This design comes from an exercise in tuning for small area on the open sky130 flow, not from production work. Function was checked by simulation only, so behaviour that the tests miss may differ from the original.

===== design/flow/flow/run.sh =====
#!/bin/bash
set -euo pipefail
cd "$(dirname "$0")/.."
R=orfs/results/sky130hd/sort16_top/base
bash standard.sh synth > std_synth.log 2>&1
python3 flow/sortnet.py net hand_netlist.v > sortnet.log 2>&1
python3 flow/sortnet.py check $R/1_2_yosys.v hand_netlist.v > regcheck.log 2>&1
cp $R/1_2_yosys.v std_synth_netlist.v
cp hand_netlist.v $R/1_2_yosys.v
rm -f $R/1_synth.odb $R/1_synth.sdc
touch $R/1_2_yosys.v
export BUFFER_PORTS_ARGS="-buffer_cell sky130_fd_sc_hd__buf_1"
# clock tree: small clock buffers, no dummy loads
export CTS_ARGS="-sink_clustering_enable -repair_clock_nets -dont_use_dummy_load -sink_clustering_size 16 -sink_clustering_max_diameter 60 -root_buf sky130_fd_sc_hd__clkbuf_16 -buf_list {sky130_fd_sc_hd__clkbuf_4 sky130_fd_sc_hd__clkbuf_8}"
bash standard.sh finish > layout.log 2>&1

===== design/flow/flow/sortnet.py =====
#!/usr/bin/env python3
"""Green's 60-comparator, 10-level sorting network for 16 unsigned 16-bit values, with register
stages at CUTS: a cut k puts a register stage after level k; a cut k.5 puts it inside level
k+1, after its comparators (its comparison results and input values are registered, its
swaps come after the register).

  python3 sortnet.py rtl OUTDIR   writes OUTDIR/rtl/sort16_top.sv (and the two unused files)
  python3 sortnet.py net FILE     writes the same design as a sky130hd gate-level netlist

Both come from the same plan, so they agree register by register: the netlist builds every
compare-and-swap from inverting muxes (o22ai), so a value's wires may carry it inverted; a
register then holds the inverted value, and the RTL says so (r <= ~v). The netlist's registers
have the names and cell type Yosys gives the RTL's registers.
"""
import sys, os

L = [[(0,13),(1,12),(2,15),(3,14),(4,8),(5,6),(7,11),(9,10)],
     [(0,5),(1,7),(2,9),(3,4),(6,13),(8,14),(10,15),(11,12)],
     [(0,1),(2,3),(4,5),(6,8),(7,9),(10,11),(12,13),(14,15)],
     [(0,2),(1,3),(4,10),(5,11),(6,7),(8,9),(12,14),(13,15)],
     [(1,2),(3,12),(4,6),(5,7),(8,10),(9,11),(13,14)],
     [(1,4),(2,6),(5,8),(7,10),(9,13),(11,14)],
     [(2,4),(3,6),(9,12),(11,13)],
     [(3,5),(6,8),(7,9),(10,12)],
     [(3,4),(5,6),(7,8),(9,10),(11,12)],
     [(6,7),(8,9)]]
CUTS = [2.5, 5.5, 8]
N, W = 16, 16

# x > y from x and ny = ~y (16 bits each), mapped by ABC (&nf) from a two-group prefix form.
GT_CELLS = """\
nand2_1 A=nb5 B=a5 Y=t0
o211ai_1 A1=nb1 A2=a1 B1=nb0 C1=a0 Y=t1
a22oi_1 A1=nb2 A2=a2 B1=nb1 B2=a1 Y=t2
o22ai_1 A1=nb3 A2=a3 B1=nb2 B2=a2 Y=t3
a21oi_1 A1=t1 A2=t2 B1=t3 Y=t4
a22o_1 A1=nb4 A2=a4 B1=nb3 B2=a3 X=t5
o22ai_1 A1=nb4 A2=a4 B1=t4 B2=t5 Y=t6
o22ai_1 A1=nb6 A2=a6 B1=nb5 B2=a5 Y=t7
a21oi_1 A1=t0 A2=t6 B1=t7 Y=t8
a221oi_1 A1=nb7 A2=a7 B1=nb6 B2=a6 C1=t8 Y=t9
nor2_1 A=nb15 B=a15 Y=t10
nor2_1 A=nb8 B=a8 Y=t11
nor2_1 A=t10 B=t11 Y=t12
o22ai_1 A1=nb12 A2=a12 B1=nb11 B2=a11 Y=t13
o22ai_1 A1=nb10 A2=a10 B1=nb9 B2=a9 Y=t14
o22ai_1 A1=nb14 A2=a14 B1=nb13 B2=a13 Y=t15
nor3_1 A=t13 B=t14 C=t15 Y=t16
o211ai_1 A1=nb7 A2=a7 B1=t12 C1=t16 Y=t17
a22oi_1 A1=nb9 A2=a9 B1=nb8 B2=a8 Y=t18
a22oi_1 A1=nb11 A2=a11 B1=nb10 B2=a10 Y=t19
o21ai_0 A1=t14 A2=t18 B1=t19 Y=t20
nand2b_1 A_N=t13 B=t20 Y=t21
a22oi_1 A1=nb13 A2=a13 B1=nb12 B2=a12 Y=t22
a21oi_1 A1=t21 A2=t22 B1=t15 Y=t23
a221oi_1 A1=nb15 A2=a15 B1=nb14 B2=a14 C1=t23 Y=t24
o22ai_1 A1=t9 A2=t17 B1=t24 B2=t10 Y=gt
"""
# The comparison result drives the 32 swap cells of a compare-and-swap as S (through buf_2)
# and as ~S (through inv_2). Each swap cell is an o22ai: ~((S | x0) & (~S | x1)) = ~(S ? x1 : x0),
# an inverting 2:1 mux; o22a is the non-inverting one.
SEL_BUF = "buf_2"
SEL_INV = "inv_2"


def plan():
    """The steps the two writers follow. Every mux inverts, except the last mux of a position
    that would otherwise reach its output inverted (that one is a non-inverting o22a)."""
    steps = plan1(set())
    last = {}
    for st in steps:
        if st[0] == "mux":
            for c in st[2]:
                last[c[0]] = last[c[1]] = st[1]
    fix = {(last[i], i) for i, q in enumerate(steps[-1][1]) if q}
    steps = plan1(fix)
    assert not any(steps[-1][1])
    return steps


def plan1(noninv):
    """Walk the network, tracking each position's wire polarity (1: inverted); the outputs
    (level, position) in noninv come from non-inverting muxes. A compare-and-swap is
    (a, b, pa, pb, p, ta, tb, gab): positions a < b (min to a), their wire polarities, the
    polarity p of its mux data, whether each output mux is non-inverting, and whether its
    comparison result means A > B (else B > A)."""
    pol = [0] * N
    steps = []
    cuts = sorted(CUTS)
    ci = 0
    for lv in range(len(L) + 1):
        if ci < len(cuts) and cuts[ci] == lv:
            steps.append(("cut", ci + 1, list(pol), []))
            ci += 1
        if lv == len(L):
            break
        cas = []
        for a, b in L[lv]:
            pa, pb = pol[a], pol[b]
            if pa == pb:
                p = pa
                gab = (p == 0)       # comparator sees A^p, ~B^p
            else:
                p = 1                # the true input gets an inverted copy for the muxes
                gab = (pa == 0)      # comparator sees the true one and the inverted one
            ta, tb = (lv + 1, a) in noninv, (lv + 1, b) in noninv
            cas.append((a, b, pa, pb, p, ta, tb, gab))
            pol[a] = p if ta else 1 - p
            pol[b] = p if tb else 1 - p
        steps.append(("cmp", lv + 1, cas))
        if ci < len(cuts) and cuts[ci] == lv + 0.5:
            prev = [x[2] if x[0] == a else x[3] for a in range(N) for x in cas if a in x[:2]]
            inpol = list(pol)
            for x in cas:
                inpol[x[0]], inpol[x[1]] = x[2], x[3]
            steps.append(("cut", ci + 1, inpol, [(lv + 1, x[0], x[1]) for x in cas]))
            ci += 1
        steps.append(("mux", lv + 1, cas))
    steps.append(("out", list(pol)))
    return steps


def cut_text():
    return ", ".join("%g" % c for c in CUTS)


def write_rtl(outdir):
    steps = plan()
    o = []
    w = o.append
    w("// Streaming sorter: one vector of 16 unsigned 16-bit values may enter per")
    w("// cycle; each comes out sorted in ascending order (element 0 smallest),")
    w("// with out_valid marking the cycle, in the order the vectors entered.")
    w("// Generated by sortnet.py: Green's 60-comparator, 10-level sorting network with")
    w("// register stages at levels %s (k.5: after the comparisons of level k+1), latency %d." % (
        cut_text(), len(CUTS)))
    w("// Some registers hold their value inverted (r <= ~v), as the gate-level layout keeps it.")
    w("module sort16_top (")
    w("    input  logic         clk,")
    w("    input  logic         rst_n,")
    w("    input  logic         in_valid,")
    w("    input  logic [255:0] in_data,   // element i in bits [16*i+15:16*i]")
    w("    output logic         out_valid,")
    w("    output logic [255:0] out_data   // element i in bits [16*i+15:16*i]")
    w(");")
    n = len(CUTS)
    w("    // valid flag travelling alongside the data")
    w("    logic [%d:0] valid;" % (n - 1))
    w("    always_ff @(posedge clk) begin")
    w("        if (!rst_n) valid <= '0;")
    w("        else valid <= {valid[%d:0], in_valid};" % (n - 2) if n > 1 else "        else valid <= in_valid;")
    w("    end")
    w("    assign out_valid = valid[%d];" % (n - 1))
    w("")
    cur = ["v0_%d" % i for i in range(N)]
    w("    logic [15:0] %s;" % ", ".join(cur))
    for i in range(N):
        w("    assign v0_%d = in_data[%d:%d];" % (i, W * i + W - 1, W * i))
    sel = {}
    for st in steps:
        if st[0] == "cut":
            _, s, pol, sels = st
            w("    // register stage %d" % s)
            new = []
            for i in range(N):
                r = "r%d_%s" % (s, cur[i])
                t = "q%d_%d" % (s, i)
                w("    logic [15:0] %s, %s;" % (r, t))
                if pol[i]:
                    w("    always_ff @(posedge clk) %s <= ~%s;" % (r, cur[i]))
                    w("    assign %s = ~%s;" % (t, r))
                else:
                    w("    always_ff @(posedge clk) %s <= %s;" % (r, cur[i]))
                    w("    assign %s = %s;" % (t, r))
                new.append(t)
            cur = new
            for key in sels:
                r = "r%d_%s" % (s, sel[key])
                w("    logic %s;" % r)
                w("    always_ff @(posedge clk) %s <= %s;" % (r, sel[key]))
                sel[key] = r
        elif st[0] == "cmp":
            _, lv, cas = st
            for a, b, pa, pb, p, ta, tb, gab in cas:
                g = "g%d_%d_%d" % (lv, a, b)
                w("    logic %s;" % g)
                if gab:
                    w("    assign %s = %s > %s;" % (g, cur[a], cur[b]))
                else:
                    w("    assign %s = %s > %s;" % (g, cur[b], cur[a]))
                sel[(lv, a, b)] = g
        elif st[0] == "mux":
            _, lv, cas = st
            new = list(cur)
            for a, b, pa, pb, p, ta, tb, gab in cas:
                g = sel[(lv, a, b)]
                s = "s%d_%d_%d" % (lv, a, b)
                na, nb = "v%d_%d" % (lv, a), "v%d_%d" % (lv, b)
                w("    logic %s;" % s)
                w("    logic [15:0] %s, %s;" % (na, nb))
                # swap when A > B (equal values may go either way)
                w("    assign %s = %s%s;" % (s, "" if gab else "!", g))
                w("    assign %s = %s ? %s : %s;" % (na, s, cur[b], cur[a]))
                w("    assign %s = %s ? %s : %s;" % (nb, s, cur[a], cur[b]))
                new[a], new[b] = na, nb
            cur = new
    w("    assign out_data = {%s};" % ", ".join(reversed(cur)))
    w("endmodule")
    os.makedirs(os.path.join(outdir, "rtl"), exist_ok=True)
    with open(os.path.join(outdir, "rtl", "sort16_top.sv"), "w") as f:
        f.write("\n".join(o) + "\n")
    for m in ("sorter_base1.sv", "merger_base1.sv"):
        with open(os.path.join(outdir, "rtl", m), "w") as f:
            f.write("// Not used: sort16_top.sv holds the whole sorting network.\n")


def write_net(path):
    steps = plan()
    gt = [ln.split() for ln in GT_CELLS.strip().splitlines()]
    cells = []
    wires = []
    cnt = [0]

    def cell(t, name=None, **pins):
        if name is None:
            cnt[0] += 1
            name = "g%d" % cnt[0]
        cells.append((t, name, pins))

    def wire(nm):
        wires.append(nm)
        return nm

    def invs(src, tag):
        out = [wire("%s%d" % (tag, k)) for k in range(W)]
        for k in range(W):
            cell("inv_1", A=src[k], Y=out[k])
        return out

    # wires of the 16 positions, cur[i][bit], and their names in the RTL
    cur = [["in_data[%d]" % (W * i + k) for k in range(W)] for i in range(N)]
    names = ["v0_%d" % i for i in range(N)]
    sel = {}    # (level, a, b) -> [comparison result wire, its name in the RTL]
    for st in steps:
        if st[0] == "cut":
            _, s, pol, sels = st
            # register names follow the RTL's: r<stage>_<name of the value>
            for i in range(N):
                rn = "r%d_%s" % (s, names[i])
                q = []
                for k in range(W):
                    qn = wire("%s_q%d" % (rn, k))
                    cell("dfxtp_1", "\\%s[%d]$_DFF_P_ " % (rn, k), CLK="clk", D=cur[i][k], Q=qn)
                    q.append(qn)
                cur[i] = q
                names[i] = "q%d_%d" % (s, i)
            for key in sels:
                g, gn = sel[key]
                rn = "r%d_%s" % (s, gn)
                qn = wire("%s_q" % rn)
                cell("dfxtp_1", "\\%s$_DFF_P_ " % rn, CLK="clk", D=g, Q=qn)
                sel[key] = [qn, rn]
        elif st[0] == "cmp":
            _, lv, cas = st
            for a, b, pa, pb, p, ta, tb, gab in cas:
                tag = "l%d_%d_%d" % (lv, a, b)
                A, B = cur[a], cur[b]
                # comparator inputs: x and ny = ~y; result x > y
                if pa == pb:
                    x, ny = A, invs(B, tag + "_nb")
                elif pa == 0:
                    x, ny = A, B
                else:
                    x, ny = B, A
                g = wire("%s_gt" % tag)
                loc = {}
                for ln in gt:
                    t, ps = ln[0], dict(kv.split("=") for kv in ln[1:])
                    pins = {}
                    for pn, v in ps.items():
                        if v.startswith("nb"):
                            pins[pn] = ny[int(v[2:])]
                        elif v.startswith("a"):
                            pins[pn] = x[int(v[1:])]
                        elif v == "gt":
                            pins[pn] = g
                        else:
                            if v not in loc:
                                loc[v] = wire("%s_%s" % (tag, v))
                            pins[pn] = loc[v]
                    cell(t, **pins)
                sel[(lv, a, b)] = [g, "g%d_%d_%d" % (lv, a, b)]
        elif st[0] == "mux":
            _, lv, cas = st
            for a, b, pa, pb, p, ta, tb, gab in cas:
                tag = "l%d_%d_%d" % (lv, a, b)
                A, B = cur[a], cur[b]
                MA, MB = A, B
                if pa != pb:
                    # mux data at polarity 1: invert the true input
                    if pa == 0:
                        MA = invs(A, tag + "_ia")
                    else:
                        MB = invs(B, tag + "_ib")
                g = sel[(lv, a, b)][0]
                sb = wire("%s_sel" % tag)
                sn = wire("%s_seln" % tag)
                cell(SEL_BUF, A=g, X=sb)
                cell(SEL_INV, A=g, Y=sn)
                # min goes to a, max to b; swap (min = B) when the select is 1 if the result
                # means A > B, else when it is 0.
                oa = [wire("%s_oa%d" % (tag, k)) for k in range(W)]
                ob = [wire("%s_ob%d" % (tag, k)) for k in range(W)]

                def mux(noninv, x0, x1, y):
                    if noninv:
                        cell("o22a_1", A1=sb, A2=x0, B1=sn, B2=x1, X=y)
                    else:
                        cell("o22ai_1", A1=sb, A2=x0, B1=sn, B2=x1, Y=y)
                for k in range(W):
                    if gab:
                        mux(ta, MA[k], MB[k], oa[k])
                        mux(tb, MB[k], MA[k], ob[k])
                    else:
                        mux(ta, MB[k], MA[k], oa[k])
                        mux(tb, MA[k], MB[k], ob[k])
                cur[a], cur[b] = oa, ob
                names[a], names[b] = "v%d_%d" % (lv, a), "v%d_%d" % (lv, b)
        elif st[0] == "out":
            ren = {}
            for i in range(N):
                for k in range(W):
                    # the final wire has no other load: it becomes the port
                    ren[cur[i][k]] = "out_data[%d]" % (W * i + k)
            for t, nm, pins in cells:
                for pn in pins:
                    if pins[pn] in ren:
                        assert pn in ("Y", "X", "Q"), (nm, pn)
                        pins[pn] = ren[pins[pn]]
            wires[:] = [x for x in wires if x not in ren]
    # valid flag: valid[s] <= rst_n & valid[s-1]
    n = len(CUTS)
    prev = "in_valid"
    for s in range(n):
        d = wire("valid_d%d" % s)
        q = "out_valid" if s == n - 1 else wire("valid_q%d" % s)
        cell("and2_1", A="rst_n", B=prev, X=d)
        cell("dfxtp_1", "\\valid[%d]$_SDFF_PN0_ " % s, CLK="clk", D=d, Q=q)
        prev = q
    o = []
    w = o.append
    w("module sort16_top(clk, rst_n, in_valid, in_data, out_valid, out_data);")
    w("  input clk;\n  input rst_n;\n  input in_valid;\n  input [255:0] in_data;")
    w("  output out_valid;\n  output [255:0] out_data;")
    for nm in wires:
        w("  wire %s;" % nm)
    for t, nm, pins in cells:
        w("  sky130_fd_sc_hd__%s %s (%s);" % (t, nm, ", ".join(".%s(%s)" % kv for kv in pins.items())))
    w("endmodule")
    with open(path, "w") as f:
        f.write("\n".join(o) + "\n")


def check_regs(std, net):
    """The registers of net must be those of std (the standard synthesis): same names, same
    cell type."""
    import re
    pat = re.compile(r"sky130_fd_sc_hd__(df\w+)\s+(\\\S+|\w+)\s*\(")
    a = {m.group(2): m.group(1) for m in pat.finditer(open(std).read())}
    b = {m.group(2): m.group(1) for m in pat.finditer(open(net).read())}
    print("standard synthesis: %d registers, netlist: %d registers" % (len(a), len(b)))
    if a != b:
        for k in sorted(set(a) | set(b)):
            if a.get(k) != b.get(k):
                print("differs:", k, a.get(k), b.get(k))
        sys.exit(1)
    print("registers match")


if __name__ == "__main__":
    if sys.argv[1] == "rtl":
        write_rtl(sys.argv[2])
    elif sys.argv[1] == "net":
        write_net(sys.argv[2])
    else:
        check_regs(sys.argv[2], sys.argv[3])

===== design/flow/standard.sh =====
#!/bin/bash
# synth_recipe.tcl (not shown) runs the flow's synth.tcl, then flattens the netlist and writes it again
# the make line also repeats each setting of config.mk as NAME=value (left out here)
make -C /OpenROAD-flow-scripts/flow DESIGN_CONFIG=/design/flow/config.mk WORK_HOME=/design/flow/orfs CLKGATE_MAP_FILE= SYNTH_SCRIPT=/design/flow/synth_recipe.tcl "${@:-finish}"

===== design/flow/config.mk =====
export PLATFORM = sky130hd
export DESIGN_NAME = sort16_top
export DESIGN_NICKNAME = sort16_top
export VERILOG_FILES = /design/flow/design.v
export SDC_FILE = /design/flow/constraint.sdc
export NUM_CORES = 4
export LEC_CHECK = 0
export CAP_MARGIN = 20
export CORE_MARGIN = 2
export CORE_UTILIZATION = 60
export GPL_TIMING_DRIVEN = 0
export PLACE_DENSITY = 0.7
export SLEW_MARGIN = 20

===== design/flow/constraint.sdc =====
create_clock -name core_clock -period 7.0 [get_ports {clk}]
set_input_delay 1.4000 -clock core_clock [delete_from_list [all_inputs] [get_ports {clk}]]
set_output_delay 1.4000 -clock core_clock [all_outputs]
set_load 0.01 [all_outputs]

===== design/flow/design.v =====
module sort16_top (
    input  logic         clk,
    input  logic         rst_n,
    input  logic         in_valid,
    input  logic [255:0] in_data,    
    output logic         out_valid,
    output logic [255:0] out_data    
);
    logic [2:0] valid;
    always_ff @(posedge clk) begin
        if (!rst_n) valid <= '0;
        else valid <= {valid[1:0], in_valid};
    end
    assign out_valid = valid[2];
    logic [15:0] v0_0, v0_1, v0_2, v0_3, v0_4, v0_5, v0_6, v0_7, v0_8, v0_9, v0_10, v0_11, v0_12, v0_13, v0_14, v0_15;
    assign v0_0 = in_data[15:0];
    assign v0_1 = in_data[31:16];
    assign v0_2 = in_data[47:32];
    assign v0_3 = in_data[63:48];
    assign v0_4 = in_data[79:64];
    assign v0_5 = in_data[95:80];
    assign v0_6 = in_data[111:96];
    assign v0_7 = in_data[127:112];
    assign v0_8 = in_data[143:128];
    assign v0_9 = in_data[159:144];
    assign v0_10 = in_data[175:160];
    assign v0_11 = in_data[191:176];
    assign v0_12 = in_data[207:192];
    assign v0_13 = in_data[223:208];
    assign v0_14 = in_data[239:224];
    assign v0_15 = in_data[255:240];
    logic g1_0_13;
    assign g1_0_13 = v0_0 > v0_13;
    logic g1_1_12;
    assign g1_1_12 = v0_1 > v0_12;
    logic g1_2_15;
    assign g1_2_15 = v0_2 > v0_15;
    logic g1_3_14;
    assign g1_3_14 = v0_3 > v0_14;
    logic g1_4_8;
    assign g1_4_8 = v0_4 > v0_8;
    logic g1_5_6;
    assign g1_5_6 = v0_5 > v0_6;
    logic g1_7_11;
    assign g1_7_11 = v0_7 > v0_11;
    logic g1_9_10;
    assign g1_9_10 = v0_9 > v0_10;
    logic s1_0_13;
    logic [15:0] v1_0, v1_13;
    assign s1_0_13 = g1_0_13;
    assign v1_0 = s1_0_13 ? v0_13 : v0_0;
    assign v1_13 = s1_0_13 ? v0_0 : v0_13;
    logic s1_1_12;
    logic [15:0] v1_1, v1_12;
    assign s1_1_12 = g1_1_12;
    assign v1_1 = s1_1_12 ? v0_12 : v0_1;
    assign v1_12 = s1_1_12 ? v0_1 : v0_12;
    logic s1_2_15;
    logic [15:0] v1_2, v1_15;
    assign s1_2_15 = g1_2_15;
    assign v1_2 = s1_2_15 ? v0_15 : v0_2;
    assign v1_15 = s1_2_15 ? v0_2 : v0_15;
    logic s1_3_14;
    logic [15:0] v1_3, v1_14;
    assign s1_3_14 = g1_3_14;
    assign v1_3 = s1_3_14 ? v0_14 : v0_3;
    assign v1_14 = s1_3_14 ? v0_3 : v0_14;
    logic s1_4_8;
    logic [15:0] v1_4, v1_8;
    assign s1_4_8 = g1_4_8;
    assign v1_4 = s1_4_8 ? v0_8 : v0_4;
    assign v1_8 = s1_4_8 ? v0_4 : v0_8;
    logic s1_5_6;
    logic [15:0] v1_5, v1_6;
    assign s1_5_6 = g1_5_6;
    assign v1_5 = s1_5_6 ? v0_6 : v0_5;
    assign v1_6 = s1_5_6 ? v0_5 : v0_6;
    logic s1_7_11;
    logic [15:0] v1_7, v1_11;
    assign s1_7_11 = g1_7_11;
    assign v1_7 = s1_7_11 ? v0_11 : v0_7;
    assign v1_11 = s1_7_11 ? v0_7 : v0_11;
    logic s1_9_10;
    logic [15:0] v1_9, v1_10;
    assign s1_9_10 = g1_9_10;
    assign v1_9 = s1_9_10 ? v0_10 : v0_9;
    assign v1_10 = s1_9_10 ? v0_9 : v0_10;
    logic g2_0_5;
    assign g2_0_5 = v1_5 > v1_0;
    logic g2_1_7;
    assign g2_1_7 = v1_7 > v1_1;
    logic g2_2_9;
    assign g2_2_9 = v1_9 > v1_2;
    logic g2_3_4;
    assign g2_3_4 = v1_4 > v1_3;
    logic g2_6_13;
    assign g2_6_13 = v1_13 > v1_6;
    logic g2_8_14;
    assign g2_8_14 = v1_14 > v1_8;
    logic g2_10_15;
    assign g2_10_15 = v1_15 > v1_10;
    logic g2_11_12;
    assign g2_11_12 = v1_12 > v1_11;
    logic s2_0_5;
    logic [15:0] v2_0, v2_5;
    assign s2_0_5 = !g2_0_5;
    assign v2_0 = s2_0_5 ? v1_5 : v1_0;
    assign v2_5 = s2_0_5 ? v1_0 : v1_5;
    logic s2_1_7;
    logic [15:0] v2_1, v2_7;
    assign s2_1_7 = !g2_1_7;
    assign v2_1 = s2_1_7 ? v1_7 : v1_1;
    assign v2_7 = s2_1_7 ? v1_1 : v1_7;
    logic s2_2_9;
    logic [15:0] v2_2, v2_9;
    assign s2_2_9 = !g2_2_9;
    assign v2_2 = s2_2_9 ? v1_9 : v1_2;
    assign v2_9 = s2_2_9 ? v1_2 : v1_9;
    logic s2_3_4;
    logic [15:0] v2_3, v2_4;
    assign s2_3_4 = !g2_3_4;
    assign v2_3 = s2_3_4 ? v1_4 : v1_3;
    assign v2_4 = s2_3_4 ? v1_3 : v1_4;
    logic s2_6_13;
    logic [15:0] v2_6, v2_13;
    assign s2_6_13 = !g2_6_13;
    assign v2_6 = s2_6_13 ? v1_13 : v1_6;
    assign v2_13 = s2_6_13 ? v1_6 : v1_13;
    logic s2_8_14;
    logic [15:0] v2_8, v2_14;
    assign s2_8_14 = !g2_8_14;
    assign v2_8 = s2_8_14 ? v1_14 : v1_8;
    assign v2_14 = s2_8_14 ? v1_8 : v1_14;
    logic s2_10_15;
    logic [15:0] v2_10, v2_15;
    assign s2_10_15 = !g2_10_15;
    assign v2_10 = s2_10_15 ? v1_15 : v1_10;
    assign v2_15 = s2_10_15 ? v1_10 : v1_15;
    logic s2_11_12;
    logic [15:0] v2_11, v2_12;
    assign s2_11_12 = !g2_11_12;
    assign v2_11 = s2_11_12 ? v1_12 : v1_11;
    assign v2_12 = s2_11_12 ? v1_11 : v1_12;
    logic g3_0_1;
    assign g3_0_1 = v2_0 > v2_1;
    logic g3_2_3;
    assign g3_2_3 = v2_2 > v2_3;
    logic g3_4_5;
    assign g3_4_5 = v2_4 > v2_5;
    logic g3_6_8;
    assign g3_6_8 = v2_6 > v2_8;
    logic g3_7_9;
    assign g3_7_9 = v2_7 > v2_9;
    logic g3_10_11;
    assign g3_10_11 = v2_10 > v2_11;
    logic g3_12_13;
    assign g3_12_13 = v2_12 > v2_13;
    logic g3_14_15;
    assign g3_14_15 = v2_14 > v2_15;
    logic [15:0] r1_v2_0, q1_0;
    always_ff @(posedge clk) r1_v2_0 <= v2_0;
    assign q1_0 = r1_v2_0;
    logic [15:0] r1_v2_1, q1_1;
    always_ff @(posedge clk) r1_v2_1 <= v2_1;
    assign q1_1 = r1_v2_1;
    logic [15:0] r1_v2_2, q1_2;
    always_ff @(posedge clk) r1_v2_2 <= v2_2;
    assign q1_2 = r1_v2_2;
    logic [15:0] r1_v2_3, q1_3;
    always_ff @(posedge clk) r1_v2_3 <= v2_3;
    assign q1_3 = r1_v2_3;
    logic [15:0] r1_v2_4, q1_4;
    always_ff @(posedge clk) r1_v2_4 <= v2_4;
    assign q1_4 = r1_v2_4;
    logic [15:0] r1_v2_5, q1_5;
    always_ff @(posedge clk) r1_v2_5 <= v2_5;
    assign q1_5 = r1_v2_5;
    logic [15:0] r1_v2_6, q1_6;
    always_ff @(posedge clk) r1_v2_6 <= v2_6;
    assign q1_6 = r1_v2_6;
    logic [15:0] r1_v2_7, q1_7;
    always_ff @(posedge clk) r1_v2_7 <= v2_7;
    assign q1_7 = r1_v2_7;
    logic [15:0] r1_v2_8, q1_8;
    always_ff @(posedge clk) r1_v2_8 <= v2_8;
    assign q1_8 = r1_v2_8;
    logic [15:0] r1_v2_9, q1_9;
    always_ff @(posedge clk) r1_v2_9 <= v2_9;
    assign q1_9 = r1_v2_9;
    logic [15:0] r1_v2_10, q1_10;
    always_ff @(posedge clk) r1_v2_10 <= v2_10;
    assign q1_10 = r1_v2_10;
    logic [15:0] r1_v2_11, q1_11;
    always_ff @(posedge clk) r1_v2_11 <= v2_11;
    assign q1_11 = r1_v2_11;
    logic [15:0] r1_v2_12, q1_12;
    always_ff @(posedge clk) r1_v2_12 <= v2_12;
    assign q1_12 = r1_v2_12;
    logic [15:0] r1_v2_13, q1_13;
    always_ff @(posedge clk) r1_v2_13 <= v2_13;
    assign q1_13 = r1_v2_13;
    logic [15:0] r1_v2_14, q1_14;
    always_ff @(posedge clk) r1_v2_14 <= v2_14;
    assign q1_14 = r1_v2_14;
    logic [15:0] r1_v2_15, q1_15;
    always_ff @(posedge clk) r1_v2_15 <= v2_15;
    assign q1_15 = r1_v2_15;
    logic r1_g3_0_1;
    always_ff @(posedge clk) r1_g3_0_1 <= g3_0_1;
    logic r1_g3_2_3;
    always_ff @(posedge clk) r1_g3_2_3 <= g3_2_3;
    logic r1_g3_4_5;
    always_ff @(posedge clk) r1_g3_4_5 <= g3_4_5;
    logic r1_g3_6_8;
    always_ff @(posedge clk) r1_g3_6_8 <= g3_6_8;
    logic r1_g3_7_9;
    always_ff @(posedge clk) r1_g3_7_9 <= g3_7_9;
    logic r1_g3_10_11;
    always_ff @(posedge clk) r1_g3_10_11 <= g3_10_11;
    logic r1_g3_12_13;
    always_ff @(posedge clk) r1_g3_12_13 <= g3_12_13;
    logic r1_g3_14_15;
    always_ff @(posedge clk) r1_g3_14_15 <= g3_14_15;
    logic s3_0_1;
    logic [15:0] v3_0, v3_1;
    assign s3_0_1 = r1_g3_0_1;
    assign v3_0 = s3_0_1 ? q1_1 : q1_0;
    assign v3_1 = s3_0_1 ? q1_0 : q1_1;
    logic s3_2_3;
    logic [15:0] v3_2, v3_3;
    assign s3_2_3 = r1_g3_2_3;
    assign v3_2 = s3_2_3 ? q1_3 : q1_2;
    assign v3_3 = s3_2_3 ? q1_2 : q1_3;
    logic s3_4_5;
    logic [15:0] v3_4, v3_5;
    assign s3_4_5 = r1_g3_4_5;
    assign v3_4 = s3_4_5 ? q1_5 : q1_4;
    assign v3_5 = s3_4_5 ? q1_4 : q1_5;
    logic s3_6_8;
    logic [15:0] v3_6, v3_8;
    assign s3_6_8 = r1_g3_6_8;
    assign v3_6 = s3_6_8 ? q1_8 : q1_6;
    assign v3_8 = s3_6_8 ? q1_6 : q1_8;
    logic s3_7_9;
    logic [15:0] v3_7, v3_9;
    assign s3_7_9 = r1_g3_7_9;
    assign v3_7 = s3_7_9 ? q1_9 : q1_7;
    assign v3_9 = s3_7_9 ? q1_7 : q1_9;
    logic s3_10_11;
    logic [15:0] v3_10, v3_11;
    assign s3_10_11 = r1_g3_10_11;
    assign v3_10 = s3_10_11 ? q1_11 : q1_10;
    assign v3_11 = s3_10_11 ? q1_10 : q1_11;
    logic s3_12_13;
    logic [15:0] v3_12, v3_13;
    assign s3_12_13 = r1_g3_12_13;
    assign v3_12 = s3_12_13 ? q1_13 : q1_12;
    assign v3_13 = s3_12_13 ? q1_12 : q1_13;
    logic s3_14_15;
    logic [15:0] v3_14, v3_15;
    assign s3_14_15 = r1_g3_14_15;
    assign v3_14 = s3_14_15 ? q1_15 : q1_14;
    assign v3_15 = s3_14_15 ? q1_14 : q1_15;
    logic g4_0_2;
    assign g4_0_2 = v3_2 > v3_0;
    logic g4_1_3;
    assign g4_1_3 = v3_3 > v3_1;
    logic g4_4_10;
    assign g4_4_10 = v3_10 > v3_4;
    logic g4_5_11;
    assign g4_5_11 = v3_11 > v3_5;
    logic g4_6_7;
    assign g4_6_7 = v3_7 > v3_6;
    logic g4_8_9;
    assign g4_8_9 = v3_9 > v3_8;
    logic g4_12_14;
    assign g4_12_14 = v3_14 > v3_12;
    logic g4_13_15;
    assign g4_13_15 = v3_15 > v3_13;
    logic s4_0_2;
    logic [15:0] v4_0, v4_2;
    assign s4_0_2 = !g4_0_2;
    assign v4_0 = s4_0_2 ? v3_2 : v3_0;
    assign v4_2 = s4_0_2 ? v3_0 : v3_2;
    logic s4_1_3;
    logic [15:0] v4_1, v4_3;
    assign s4_1_3 = !g4_1_3;
    assign v4_1 = s4_1_3 ? v3_3 : v3_1;
    assign v4_3 = s4_1_3 ? v3_1 : v3_3;
    logic s4_4_10;
    logic [15:0] v4_4, v4_10;
    assign s4_4_10 = !g4_4_10;
    assign v4_4 = s4_4_10 ? v3_10 : v3_4;
    assign v4_10 = s4_4_10 ? v3_4 : v3_10;
    logic s4_5_11;
    logic [15:0] v4_5, v4_11;
    assign s4_5_11 = !g4_5_11;
    assign v4_5 = s4_5_11 ? v3_11 : v3_5;
    assign v4_11 = s4_5_11 ? v3_5 : v3_11;
    logic s4_6_7;
    logic [15:0] v4_6, v4_7;
    assign s4_6_7 = !g4_6_7;
    assign v4_6 = s4_6_7 ? v3_7 : v3_6;
    assign v4_7 = s4_6_7 ? v3_6 : v3_7;
    logic s4_8_9;
    logic [15:0] v4_8, v4_9;
    assign s4_8_9 = !g4_8_9;
    assign v4_8 = s4_8_9 ? v3_9 : v3_8;
    assign v4_9 = s4_8_9 ? v3_8 : v3_9;
    logic s4_12_14;
    logic [15:0] v4_12, v4_14;
    assign s4_12_14 = !g4_12_14;
    assign v4_12 = s4_12_14 ? v3_14 : v3_12;
    assign v4_14 = s4_12_14 ? v3_12 : v3_14;
    logic s4_13_15;
    logic [15:0] v4_13, v4_15;
    assign s4_13_15 = !g4_13_15;
    assign v4_13 = s4_13_15 ? v3_15 : v3_13;
    assign v4_15 = s4_13_15 ? v3_13 : v3_15;
    logic g5_1_2;
    assign g5_1_2 = v4_1 > v4_2;
    logic g5_3_12;
    assign g5_3_12 = v4_3 > v4_12;
    logic g5_4_6;
    assign g5_4_6 = v4_4 > v4_6;
    logic g5_5_7;
    assign g5_5_7 = v4_5 > v4_7;
    logic g5_8_10;
    assign g5_8_10 = v4_8 > v4_10;
    logic g5_9_11;
    assign g5_9_11 = v4_9 > v4_11;
    logic g5_13_14;
    assign g5_13_14 = v4_13 > v4_14;
    logic s5_1_2;
    logic [15:0] v5_1, v5_2;
    assign s5_1_2 = g5_1_2;
    assign v5_1 = s5_1_2 ? v4_2 : v4_1;
    assign v5_2 = s5_1_2 ? v4_1 : v4_2;
    logic s5_3_12;
    logic [15:0] v5_3, v5_12;
    assign s5_3_12 = g5_3_12;
    assign v5_3 = s5_3_12 ? v4_12 : v4_3;
    assign v5_12 = s5_3_12 ? v4_3 : v4_12;
    logic s5_4_6;
    logic [15:0] v5_4, v5_6;
    assign s5_4_6 = g5_4_6;
    assign v5_4 = s5_4_6 ? v4_6 : v4_4;
    assign v5_6 = s5_4_6 ? v4_4 : v4_6;
    logic s5_5_7;
    logic [15:0] v5_5, v5_7;
    assign s5_5_7 = g5_5_7;
    assign v5_5 = s5_5_7 ? v4_7 : v4_5;
    assign v5_7 = s5_5_7 ? v4_5 : v4_7;
    logic s5_8_10;
    logic [15:0] v5_8, v5_10;
    assign s5_8_10 = g5_8_10;
    assign v5_8 = s5_8_10 ? v4_10 : v4_8;
    assign v5_10 = s5_8_10 ? v4_8 : v4_10;
    logic s5_9_11;
    logic [15:0] v5_9, v5_11;
    assign s5_9_11 = g5_9_11;
    assign v5_9 = s5_9_11 ? v4_11 : v4_9;
    assign v5_11 = s5_9_11 ? v4_9 : v4_11;
    logic s5_13_14;
    logic [15:0] v5_13, v5_14;
    assign s5_13_14 = g5_13_14;
    assign v5_13 = s5_13_14 ? v4_14 : v4_13;
    assign v5_14 = s5_13_14 ? v4_13 : v4_14;
    logic g6_1_4;
    assign g6_1_4 = v5_4 > v5_1;
    logic g6_2_6;
    assign g6_2_6 = v5_6 > v5_2;
    logic g6_5_8;
    assign g6_5_8 = v5_8 > v5_5;
    logic g6_7_10;
    assign g6_7_10 = v5_10 > v5_7;
    logic g6_9_13;
    assign g6_9_13 = v5_13 > v5_9;
    logic g6_11_14;
    assign g6_11_14 = v5_14 > v5_11;
    logic [15:0] r2_v4_0, q2_0;
    always_ff @(posedge clk) r2_v4_0 <= v4_0;
    assign q2_0 = r2_v4_0;
    logic [15:0] r2_v5_1, q2_1;
    always_ff @(posedge clk) r2_v5_1 <= ~v5_1;
    assign q2_1 = ~r2_v5_1;
    logic [15:0] r2_v5_2, q2_2;
    always_ff @(posedge clk) r2_v5_2 <= ~v5_2;
    assign q2_2 = ~r2_v5_2;
    logic [15:0] r2_v5_3, q2_3;
    always_ff @(posedge clk) r2_v5_3 <= ~v5_3;
    assign q2_3 = ~r2_v5_3;
    logic [15:0] r2_v5_4, q2_4;
    always_ff @(posedge clk) r2_v5_4 <= ~v5_4;
    assign q2_4 = ~r2_v5_4;
    logic [15:0] r2_v5_5, q2_5;
    always_ff @(posedge clk) r2_v5_5 <= ~v5_5;
    assign q2_5 = ~r2_v5_5;
    logic [15:0] r2_v5_6, q2_6;
    always_ff @(posedge clk) r2_v5_6 <= ~v5_6;
    assign q2_6 = ~r2_v5_6;
    logic [15:0] r2_v5_7, q2_7;
    always_ff @(posedge clk) r2_v5_7 <= ~v5_7;
    assign q2_7 = ~r2_v5_7;
    logic [15:0] r2_v5_8, q2_8;
    always_ff @(posedge clk) r2_v5_8 <= ~v5_8;
    assign q2_8 = ~r2_v5_8;
    logic [15:0] r2_v5_9, q2_9;
    always_ff @(posedge clk) r2_v5_9 <= ~v5_9;
    assign q2_9 = ~r2_v5_9;
    logic [15:0] r2_v5_10, q2_10;
    always_ff @(posedge clk) r2_v5_10 <= ~v5_10;
    assign q2_10 = ~r2_v5_10;
    logic [15:0] r2_v5_11, q2_11;
    always_ff @(posedge clk) r2_v5_11 <= ~v5_11;
    assign q2_11 = ~r2_v5_11;
    logic [15:0] r2_v5_12, q2_12;
    always_ff @(posedge clk) r2_v5_12 <= ~v5_12;
    assign q2_12 = ~r2_v5_12;
    logic [15:0] r2_v5_13, q2_13;
    always_ff @(posedge clk) r2_v5_13 <= ~v5_13;
    assign q2_13 = ~r2_v5_13;
    logic [15:0] r2_v5_14, q2_14;
    always_ff @(posedge clk) r2_v5_14 <= ~v5_14;
    assign q2_14 = ~r2_v5_14;
    logic [15:0] r2_v4_15, q2_15;
    always_ff @(posedge clk) r2_v4_15 <= v4_15;
    assign q2_15 = r2_v4_15;
    logic r2_g6_1_4;
    always_ff @(posedge clk) r2_g6_1_4 <= g6_1_4;
    logic r2_g6_2_6;
    always_ff @(posedge clk) r2_g6_2_6 <= g6_2_6;
    logic r2_g6_5_8;
    always_ff @(posedge clk) r2_g6_5_8 <= g6_5_8;
    logic r2_g6_7_10;
    always_ff @(posedge clk) r2_g6_7_10 <= g6_7_10;
    logic r2_g6_9_13;
    always_ff @(posedge clk) r2_g6_9_13 <= g6_9_13;
    logic r2_g6_11_14;
    always_ff @(posedge clk) r2_g6_11_14 <= g6_11_14;
    logic s6_1_4;
    logic [15:0] v6_1, v6_4;
    assign s6_1_4 = !r2_g6_1_4;
    assign v6_1 = s6_1_4 ? q2_4 : q2_1;
    assign v6_4 = s6_1_4 ? q2_1 : q2_4;
    logic s6_2_6;
    logic [15:0] v6_2, v6_6;
    assign s6_2_6 = !r2_g6_2_6;
    assign v6_2 = s6_2_6 ? q2_6 : q2_2;
    assign v6_6 = s6_2_6 ? q2_2 : q2_6;
    logic s6_5_8;
    logic [15:0] v6_5, v6_8;
    assign s6_5_8 = !r2_g6_5_8;
    assign v6_5 = s6_5_8 ? q2_8 : q2_5;
    assign v6_8 = s6_5_8 ? q2_5 : q2_8;
    logic s6_7_10;
    logic [15:0] v6_7, v6_10;
    assign s6_7_10 = !r2_g6_7_10;
    assign v6_7 = s6_7_10 ? q2_10 : q2_7;
    assign v6_10 = s6_7_10 ? q2_7 : q2_10;
    logic s6_9_13;
    logic [15:0] v6_9, v6_13;
    assign s6_9_13 = !r2_g6_9_13;
    assign v6_9 = s6_9_13 ? q2_13 : q2_9;
    assign v6_13 = s6_9_13 ? q2_9 : q2_13;
    logic s6_11_14;
    logic [15:0] v6_11, v6_14;
    assign s6_11_14 = !r2_g6_11_14;
    assign v6_11 = s6_11_14 ? q2_14 : q2_11;
    assign v6_14 = s6_11_14 ? q2_11 : q2_14;
    logic g7_2_4;
    assign g7_2_4 = v6_2 > v6_4;
    logic g7_3_6;
    assign g7_3_6 = v6_6 > q2_3;
    logic g7_9_12;
    assign g7_9_12 = v6_9 > q2_12;
    logic g7_11_13;
    assign g7_11_13 = v6_11 > v6_13;
    logic s7_2_4;
    logic [15:0] v7_2, v7_4;
    assign s7_2_4 = g7_2_4;
    assign v7_2 = s7_2_4 ? v6_4 : v6_2;
    assign v7_4 = s7_2_4 ? v6_2 : v6_4;
    logic s7_3_6;
    logic [15:0] v7_3, v7_6;
    assign s7_3_6 = !g7_3_6;
    assign v7_3 = s7_3_6 ? v6_6 : q2_3;
    assign v7_6 = s7_3_6 ? q2_3 : v6_6;
    logic s7_9_12;
    logic [15:0] v7_9, v7_12;
    assign s7_9_12 = g7_9_12;
    assign v7_9 = s7_9_12 ? q2_12 : v6_9;
    assign v7_12 = s7_9_12 ? v6_9 : q2_12;
    logic s7_11_13;
    logic [15:0] v7_11, v7_13;
    assign s7_11_13 = g7_11_13;
    assign v7_11 = s7_11_13 ? v6_13 : v6_11;
    assign v7_13 = s7_11_13 ? v6_11 : v6_13;
    logic g8_3_5;
    assign g8_3_5 = v7_3 > v6_5;
    logic g8_6_8;
    assign g8_6_8 = v7_6 > v6_8;
    logic g8_7_9;
    assign g8_7_9 = v6_7 > v7_9;
    logic g8_10_12;
    assign g8_10_12 = v6_10 > v7_12;
    logic s8_3_5;
    logic [15:0] v8_3, v8_5;
    assign s8_3_5 = g8_3_5;
    assign v8_3 = s8_3_5 ? v6_5 : v7_3;
    assign v8_5 = s8_3_5 ? v7_3 : v6_5;
    logic s8_6_8;
    logic [15:0] v8_6, v8_8;
    assign s8_6_8 = g8_6_8;
    assign v8_6 = s8_6_8 ? v6_8 : v7_6;
    assign v8_8 = s8_6_8 ? v7_6 : v6_8;
    logic s8_7_9;
    logic [15:0] v8_7, v8_9;
    assign s8_7_9 = g8_7_9;
    assign v8_7 = s8_7_9 ? v7_9 : v6_7;
    assign v8_9 = s8_7_9 ? v6_7 : v7_9;
    logic s8_10_12;
    logic [15:0] v8_10, v8_12;
    assign s8_10_12 = g8_10_12;
    assign v8_10 = s8_10_12 ? v7_12 : v6_10;
    assign v8_12 = s8_10_12 ? v6_10 : v7_12;
    logic [15:0] r3_q2_0, q3_0;
    always_ff @(posedge clk) r3_q2_0 <= q2_0;
    assign q3_0 = r3_q2_0;
    logic [15:0] r3_v6_1, q3_1;
    always_ff @(posedge clk) r3_v6_1 <= v6_1;
    assign q3_1 = r3_v6_1;
    logic [15:0] r3_v7_2, q3_2;
    always_ff @(posedge clk) r3_v7_2 <= v7_2;
    assign q3_2 = r3_v7_2;
    logic [15:0] r3_v8_3, q3_3;
    always_ff @(posedge clk) r3_v8_3 <= ~v8_3;
    assign q3_3 = ~r3_v8_3;
    logic [15:0] r3_v7_4, q3_4;
    always_ff @(posedge clk) r3_v7_4 <= ~v7_4;
    assign q3_4 = ~r3_v7_4;
    logic [15:0] r3_v8_5, q3_5;
    always_ff @(posedge clk) r3_v8_5 <= ~v8_5;
    assign q3_5 = ~r3_v8_5;
    logic [15:0] r3_v8_6, q3_6;
    always_ff @(posedge clk) r3_v8_6 <= ~v8_6;
    assign q3_6 = ~r3_v8_6;
    logic [15:0] r3_v8_7, q3_7;
    always_ff @(posedge clk) r3_v8_7 <= ~v8_7;
    assign q3_7 = ~r3_v8_7;
    logic [15:0] r3_v8_8, q3_8;
    always_ff @(posedge clk) r3_v8_8 <= ~v8_8;
    assign q3_8 = ~r3_v8_8;
    logic [15:0] r3_v8_9, q3_9;
    always_ff @(posedge clk) r3_v8_9 <= ~v8_9;
    assign q3_9 = ~r3_v8_9;
    logic [15:0] r3_v8_10, q3_10;
    always_ff @(posedge clk) r3_v8_10 <= ~v8_10;
    assign q3_10 = ~r3_v8_10;
    logic [15:0] r3_v7_11, q3_11;
    always_ff @(posedge clk) r3_v7_11 <= ~v7_11;
    assign q3_11 = ~r3_v7_11;
    logic [15:0] r3_v8_12, q3_12;
    always_ff @(posedge clk) r3_v8_12 <= ~v8_12;
    assign q3_12 = ~r3_v8_12;
    logic [15:0] r3_v7_13, q3_13;
    always_ff @(posedge clk) r3_v7_13 <= v7_13;
    assign q3_13 = r3_v7_13;
    logic [15:0] r3_v6_14, q3_14;
    always_ff @(posedge clk) r3_v6_14 <= v6_14;
    assign q3_14 = r3_v6_14;
    logic [15:0] r3_q2_15, q3_15;
    always_ff @(posedge clk) r3_q2_15 <= q2_15;
    assign q3_15 = r3_q2_15;
    logic g9_3_4;
    assign g9_3_4 = q3_4 > q3_3;
    logic g9_5_6;
    assign g9_5_6 = q3_6 > q3_5;
    logic g9_7_8;
    assign g9_7_8 = q3_8 > q3_7;
    logic g9_9_10;
    assign g9_9_10 = q3_10 > q3_9;
    logic g9_11_12;
    assign g9_11_12 = q3_12 > q3_11;
    logic s9_3_4;
    logic [15:0] v9_3, v9_4;
    assign s9_3_4 = !g9_3_4;
    assign v9_3 = s9_3_4 ? q3_4 : q3_3;
    assign v9_4 = s9_3_4 ? q3_3 : q3_4;
    logic s9_5_6;
    logic [15:0] v9_5, v9_6;
    assign s9_5_6 = !g9_5_6;
    assign v9_5 = s9_5_6 ? q3_6 : q3_5;
    assign v9_6 = s9_5_6 ? q3_5 : q3_6;
    logic s9_7_8;
    logic [15:0] v9_7, v9_8;
    assign s9_7_8 = !g9_7_8;
    assign v9_7 = s9_7_8 ? q3_8 : q3_7;
    assign v9_8 = s9_7_8 ? q3_7 : q3_8;
    logic s9_9_10;
    logic [15:0] v9_9, v9_10;
    assign s9_9_10 = !g9_9_10;
    assign v9_9 = s9_9_10 ? q3_10 : q3_9;
    assign v9_10 = s9_9_10 ? q3_9 : q3_10;
    logic s9_11_12;
    logic [15:0] v9_11, v9_12;
    assign s9_11_12 = !g9_11_12;
    assign v9_11 = s9_11_12 ? q3_12 : q3_11;
    assign v9_12 = s9_11_12 ? q3_11 : q3_12;
    logic g10_6_7;
    assign g10_6_7 = v9_6 > v9_7;
    logic g10_8_9;
    assign g10_8_9 = v9_8 > v9_9;
    logic s10_6_7;
    logic [15:0] v10_6, v10_7;
    assign s10_6_7 = g10_6_7;
    assign v10_6 = s10_6_7 ? v9_7 : v9_6;
    assign v10_7 = s10_6_7 ? v9_6 : v9_7;
    logic s10_8_9;
    logic [15:0] v10_8, v10_9;
    assign s10_8_9 = g10_8_9;
    assign v10_8 = s10_8_9 ? v9_9 : v9_8;
    assign v10_9 = s10_8_9 ? v9_8 : v9_9;
    assign out_data = {q3_15, q3_14, q3_13, v9_12, v9_11, v9_10, v10_9, v10_8, v10_7, v10_6, v9_5, v9_4, v9_3, q3_2, q3_1, q3_0};
endmodule

==> run summary <==
## layout make-up
| type | instances | area (um^2) |
|---|---|---|
| tap | 931 | 1165 |
| timing repair buffer | 516 | 1941 |
| buffer | 60 | 300.3 |
| sequential | 785 | 15720 |
| multi-input combinational | 3483 | 21960 |
| clock buffer | 66 | 1010 |
| fill | 6043 | 22890 |
| inverter | 1020 | 3829 |
| antenna | 8 | 20.02 |
## layer usage
metal / wire length [um] / up-vias / global-route usage
li1: - / 22627 / -
met1: 65590 / 23009 / 0.5889
met2: 74880 / 3997 / 0.7054
met3: 21970 / 708 / 0.08779
met4: 15620 / 0 / 0.3491
met5: 0 / - / 0
## metrics by stage
step	instances	area (um^2)	utilization
2_1_floorplan	5348	41800	-
3_3_place_gp	6794	44900	0.6523
3_5_place_dp	6794	44900	0.6523
4_1_cts	6860	45910	0.6670
5_1_grt	6868	45940	0.6674
6_report	6869	45940	0.6675
## placed cells by master (no fill, tap or decap)
cell	n
nand2b_1	60
a221oi_1	120
inv_2	60
and2_1	3
dfxtp_1	785
nand2_1	60
clkbuf_4	1
clkbuf_8	57
o21ai_0	60
o22ai_1	2243
a22o_1	60
a22oi_1	240
clkbuf_16	9
o22ai_2	1
inv_1	960
buf_1	515
o211ai_1	120
buf_2	60
nor2_1	180
a21oi_1	180
o22a_1	96
nor3_1	60
diode_2	8
## final timing paths
check               startpoint           to  slack [ns]  depth (start not counted)
setup / recovery  in_data[178]    r1_g3_0_1        0.55                         26
hold / removal     r2_v4_15[5]  r3_q2_15[5]        0.32                          0
setup reg to reg     r1_g3_6_8   r2_g6_7_10        0.57                         25
hold reg to reg    r2_v4_15[5]  r3_q2_15[5]        0.32                          0
## worst reg2reg max path, cell delays in order, from the launching register on
cell      delay (ns)
dfxtp_1         0.32
buf_2           0.28
o22ai_1         0.85
a22oi_1         0.21
a21oi_1         0.23
o22ai_1         0.13
a21oi_1         0.19
a221oi_1        0.07
o22ai_1         0.40
buf_2           0.52
o22ai_1         0.29
o211ai_1        0.26
a21oi_1         0.09
o22ai_1         0.17
a21oi_1         0.09
a221oi_1        0.25
o22ai_1         0.17
buf_2           0.30
o22ai_1         0.42
inv_1           0.13
a22oi_1         0.20
a21oi_1         0.10
o22ai_1         0.19
a21oi_1         0.10
a221oi_1        0.24
o22ai_1         0.13
==> results by group <==
Timing
  – Worst setup margin: 0.5544 ns
  – Slew Viols, Final: 0
  – Final Hold Fails: 0
  – Setup TNS: 0 ns
  – Minimum clock period: 6.446 ns
  – RSZ-0062 raised after global routing: no
  – Period utilisation layout: 0.9208
  – Hold Slack: 0.3241 ns
  – Clock Skew: 0.09983 ns
  – Slew @ Worst Pin: 1.102 ns
  – Fmax: 155.1 MHz
  – Relative slew slack: 0.2651
  – Endpoints failing setup: 0

Synthesis
  – Gate Count Post-Synth: 5348
  – Synthesized area: 0.04180 mm^2
  – Ys Warns: 1
  – Syn Nets: 5607
  – Syn_area_per_cell: 7.816 um^2

Clock tree
  – Clock Sinks: 785
  – Post-CTS Repair Setup Buffers: 0
  – Total CTS buffers: 66
  – CTS root buffer: clkbuf_16
  – CTS tree: built
  – Worst-Skew Late Latency: 0.63 ns
  – Number of hold buffers added after CTS: 0
  – Cts repair resizes: 0
  – Max H-tree Level: 3
  – Clock buffer depth: 3
  – Clock-pin slew on the worst setup and hold paths: 0.10 ns

Detailed routing
  – Drt wl/cell: 25.92 um
  – DRT Wirelength: 178100 um
  – Routed Antenna Nets: 0
  – Post-route DRC: 0
  – Drt initial violations: 8810
  – First-pass DRT Iterations: 14
  – Via count: 50341
  – Vias per cell: 7.329

Run
  – Max-cap violations: 0

Worst setup path
  – Critical path class: input pin to register
  – Crit path top cell by count: o22ai_1
  – Crit path max-delay family: compound AO/OA/AOI/OAI gates
  – Max Fanout on Critical Path: 32
  – Startpoint Class: input pin
  – Critical path arrival: 6.95 ns
  – Delay of the slowest critical-path stage: 0.81 ns
  – Buf+Inv Stages, Crit Path: 6
  – CP required: 7.50 ns
  – Critical Path End Type: register
  – Slowest stage cell, crit path: o22ai_1

Die
  – Initial Utilization: 0.6073
  – Die outline area: 0.07179 mm^2
  – Core Rows: 96
  – Die height: 267.9 um
  – Die Width: 267.9 um
  – Io pins: 516
  – Core area: 0.06883 mm^2

Global routing
  – Total GRT Usage: 0.4650
  – Vias in the first global route: 41766
  – Grt total ovfl: 0
  – Initial antenna violation count: 8
  – Largest net degree at the start of global routing: 33
  – Global-route wire length before repair: 253000 um

Placement
  – Worst slack at placement: 0.3415 ns
  – DPL Wire Length: 141800 um
  – IO Port Bufs: 515
  – Routability Congestion: 1.152

Final layout
  – Final #Nets: 6191
  – Layout area overhead: 9.908%
  – Share of cells above drive strength 1: 0.03170

Hold path
  – Worst min-delay path class: register to register

Status
  – Status: finished clean

[what the ideal ports hide]
No port has a modelled driver above. Below, the same layout with a new extraction and two added sets of constraints. Step 1 (the two cells are an assumption about what drives the block):
set clk [get_ports {clk}]
set_driving_cell -lib_cell sky130_fd_sc_hd__clkbuf_16 $clk
set_driving_cell -lib_cell sky130_fd_sc_hd__buf_2 [delete_from_list [all_inputs] $clk]
Step 2 also shifts input and output timing later by t, the mid clock arrival at the registers, as if the neighbouring blocks saw the same clock. Slacks: no drivers / after step 1 / after step 2; pairs: no drivers / after step 1.
shift t [ns]: 0.651
setup slack, ns: 0.554 / 0.574 / -0.053
worst hold slack (ns): 0.324 / 0.324 / 0.324
With both steps, setup timing fails in this run, where it was met with ideal ports. For this run, drivers alone change the setup slack by +0.020 ns; drivers and shift together by -0.607 ns.
